Background: an optimization exercise with open tools, aiming at small area. Do not read the settings as production practice. Only simulation tests tie the RTL to the original design; equivalence was not proved.

== lane 1 ==
==> flow/design.v (excerpt) <==
module qam_transmitter (
    input clk,
    input reset,
    input [1:0] syms_in_i,
    input [1:0] syms_in_q,
    output sym_ready,
    output signed [17:0] transmitter_out
);
Size in the first run: ~3,800 cells after synthesis, about 370 flip-flops, roughly 25 I/O pins, roughly 35,000 sq um of cells after synthesis.
export LEC_CHECK = 0
export ABC_AREA = 1
export CAP_MARGIN = 20
export CELL_PAD_IN_SITES_DETAIL_PLACEMENT = 1
export CELL_PAD_IN_SITES_GLOBAL_PLACEMENT = 2
export CORE_MARGIN = 2
export CORE_UTILIZATION = 40
export CTS_BUF_LIST = sky130_fd_sc_hd__clkbuf_4 sky130_fd_sc_hd__clkbuf_8
export CTS_CLUSTER_DIAMETER = 60
export CTS_CLUSTER_SIZE = 10
export GPL_ROUTABILITY_DRIVEN = 1
export GPL_TIMING_DRIVEN = 0
export SLEW_MARGIN = 20
export SYNTH_HIERARCHICAL = 1
export SYNTH_MINIMUM_KEEP_SIZE = 0
create_clock -name core_clock -period 16.0 [get_ports {clk}]
run.sh (not shown) runs the stock make flow with config.mk's settings and CLKGATE_MAP_FILE= SYNTH_SCRIPT=/design/flow/synth_recipe.tcl, a recipe that flattens the netlist after the stock synthesis.
Lane 1 finished every step from synthesis to the final layout, and the layout passed the timing, design-rule and antenna checks.
Here is what was changed in the inputs of lane 2 compared with lane 1.
# lane 1
export LEC_CHECK = 0
export ABC_AREA = 1
export CAP_MARGIN = 20
export CELL_PAD_IN_SITES_DETAIL_PLACEMENT = 1
export CELL_PAD_IN_SITES_GLOBAL_PLACEMENT = 2
export CORE_MARGIN = 2
export CORE_UTILIZATION = 40
export CTS_BUF_LIST = sky130_fd_sc_hd__clkbuf_4 sky130_fd_sc_hd__clkbuf_8
export CTS_CLUSTER_DIAMETER = 60
export CTS_CLUSTER_SIZE = 10
export GPL_ROUTABILITY_DRIVEN = 1
export GPL_TIMING_DRIVEN = 0
export SLEW_MARGIN = 20
export SYNTH_HIERARCHICAL = 1
export SYNTH_MINIMUM_KEEP_SIZE = 0
create_clock -name core_clock -period 16.0 [get_ports {clk}]
# lane 2
export LEC_CHECK = 0
export ABC_AREA = 1
export CAP_MARGIN = 20
export CELL_PAD_IN_SITES_DETAIL_PLACEMENT = 1
export CELL_PAD_IN_SITES_GLOBAL_PLACEMENT = 2
export CORE_MARGIN = 2
export CORE_UTILIZATION = 40
export CTS_BUF_LIST = sky130_fd_sc_hd__clkbuf_2 sky130_fd_sc_hd__clkbuf_4 sky130_fd_sc_hd__clkbuf_8
export CTS_CLUSTER_DIAMETER = 60
export CTS_CLUSTER_SIZE = 12
export GPL_ROUTABILITY_DRIVEN = 1
export GPL_TIMING_DRIVEN = 0
export SLEW_MARGIN = 20
export SYNTH_HIERARCHICAL = 1
export SYNTH_MINIMUM_KEEP_SIZE = 0
create_clock -name core_clock -period 16.0 [get_ports {clk}]
### Flow results
- Against lane 1, lane 2 comes in 5 lower on clock buffer count from CTS.
- Re longest individual stage delay on the worst path: lane 2 and lane 1 aren't equal, and the lower value belongs to lane 2.
- ~same total vias in the final route in lane 2 and lane 1
- On wire length, lane 2 and lane 1 are neck and neck.
> inputs changed (lane 2 -> lane 3)
# lane 2
export LEC_CHECK = 0
export ABC_AREA = 1
export CAP_MARGIN = 20
export CELL_PAD_IN_SITES_DETAIL_PLACEMENT = 1
export CELL_PAD_IN_SITES_GLOBAL_PLACEMENT = 2
export CORE_MARGIN = 2
export CORE_UTILIZATION = 40
export CTS_BUF_LIST = sky130_fd_sc_hd__clkbuf_2 sky130_fd_sc_hd__clkbuf_4 sky130_fd_sc_hd__clkbuf_8
export CTS_CLUSTER_DIAMETER = 60
export CTS_CLUSTER_SIZE = 12
export GPL_ROUTABILITY_DRIVEN = 1
export GPL_TIMING_DRIVEN = 0
export SLEW_MARGIN = 20
export SYNTH_HIERARCHICAL = 1
export SYNTH_MINIMUM_KEEP_SIZE = 0
create_clock -name core_clock -period 16.0 [get_ports {clk}]
# lane 3
export LEC_CHECK = 0
export ABC_AREA = 1
export CAP_MARGIN = 20
export CELL_PAD_IN_SITES_DETAIL_PLACEMENT = 1
export CELL_PAD_IN_SITES_GLOBAL_PLACEMENT = 2
export CORE_MARGIN = 2
export CORE_UTILIZATION = 40
export CTS_BUF_LIST = sky130_fd_sc_hd__clkbuf_4 sky130_fd_sc_hd__clkbuf_8
export CTS_CLUSTER_DIAMETER = 70
export CTS_CLUSTER_SIZE = 14
export GPL_ROUTABILITY_DRIVEN = 1
export GPL_TIMING_DRIVEN = 0
export SLEW_MARGIN = 20
export SYNTH_HIERARCHICAL = 1
export SYNTH_MINIMUM_KEEP_SIZE = 0
create_clock -name core_clock -period 16.0 [get_ports {clk}]
- Relative to lane 2, final area decreased by 250 sq um in lane 3.
- Diff lane 2 -> lane 3: post-CTS clock slew at the launch and capture registers of the worst setup and hold paths did not really move; worst hold slack after final layout did not really move; setup slack of the critical path after layout went down.
- In the reports for lane 3 and lane 2, the larger clock network area share belongs to lane 2.
- The uppermost signal routing layer after detailed routing comes out met4 in one run and met5 in the other, namely in lane 2 and lane 3 respectively.
- Relative to lane 2, lane 3 improves violation count after the first detailed-route iteration.
Edits applied to the flow inputs when going from lane 3 to lane 4:
==> flow/flow/run.sh (new file) <==
#!/bin/bash
# Layout flow: the standard flow (standard.sh), with two changes:
#  - synthesis maps logic with an area-only ABC script (flow/abc_area.script)
#    instead of ORFS's abc_area.script; every other ORFS script is used
#    unchanged from a copy of $FLOW_HOME/scripts;
#  - clock tree synthesis runs without dummy loads.
# Each tool's output goes to standard.log (and ORFS's own logs under orfs/).
set -euo pipefail
rm -rf scripts
cp -r "$FLOW_HOME/scripts" scripts
cp flow/abc_area.script scripts/abc_area.script
CTS="-sink_clustering_enable -repair_clock_nets -sink_clustering_size 14 -sink_clustering_max_diameter 70 -buf_list {sky130_fd_sc_hd__clkbuf_4 sky130_fd_sc_hd__clkbuf_8} -dont_use_dummy_load"
bash standard.sh "SCRIPTS_DIR=$PWD/scripts" "CTS_ARGS=$CTS" finish > standard.log 2>&1
==> flow/flow/abc_area.script (new file) <==
strash
dch
map -a -B 0
topo
dnsize -c
==> flow/standard.sh (new file) <==
#!/bin/bash
# synth_recipe.tcl (not shown) runs the flow's synth.tcl, then flattens the netlist and writes it again
# the make line also repeats each setting of config.mk as NAME=value (left out here)
make -C /OpenROAD-flow-scripts/flow DESIGN_CONFIG=/design/flow/config.mk WORK_HOME=/design/flow/orfs CLKGATE_MAP_FILE= SYNTH_SCRIPT=/design/flow/synth_recipe.tcl "${@:-finish}"
removed: flow/run.sh
Results
- Layer carrying the most global-route usage = met1: lane 3; layer carrying the most global-route usage = met2: lane 4
- Final critical path time including I/O delays and setup: lane 3 and lane 4 compared, lower one is lane 4
- The critical path depth in lane 4 was higher than what lane 3 gave.
- What lane 3 reported for total routed wire length on the met1 layer has to be multiplied by 0.77 to get the figure for lane 4.
- Final wirelength, lane 3 and lane 4, lower one = lane 4.

[separate check: timing with driven ports]
Ports are ideal in the flow. The routed layouts listed here were re-timed in OpenROAD. Step 1 assumes that a clkbuf_16 drives the clock port and a buf_2 every other input. Step 2 moves the port delays by t, midway between the first and last clock arrival at a register: inputs arrive t later, outputs are due t later. That takes back most of the time a late clock gives input paths. a / b / c = ideal / step 1 / step 2; a / b = the first two.
run	t, ns	slack for setup (ns)	clock arrival spread, ns	slew at the worst register clock pin (ns)
lane 1	0.766	0.452 / 0.452 / 0.452	0.061 / 0.061	0.08 / 0.08
lane 2	0.754	0.552 / 0.552 / 0.552	0.073 / 0.073	0.09 / 0.09
lane 3	0.736	0.483 / 0.483 / 0.483	0.046 / 0.046	0.11 / 0.11
lane 4	0.705	0.681 / 0.681 / 0.681	0.081 / 0.081	0.10 / 0.10
After both steps every run listed still meets setup and hold.
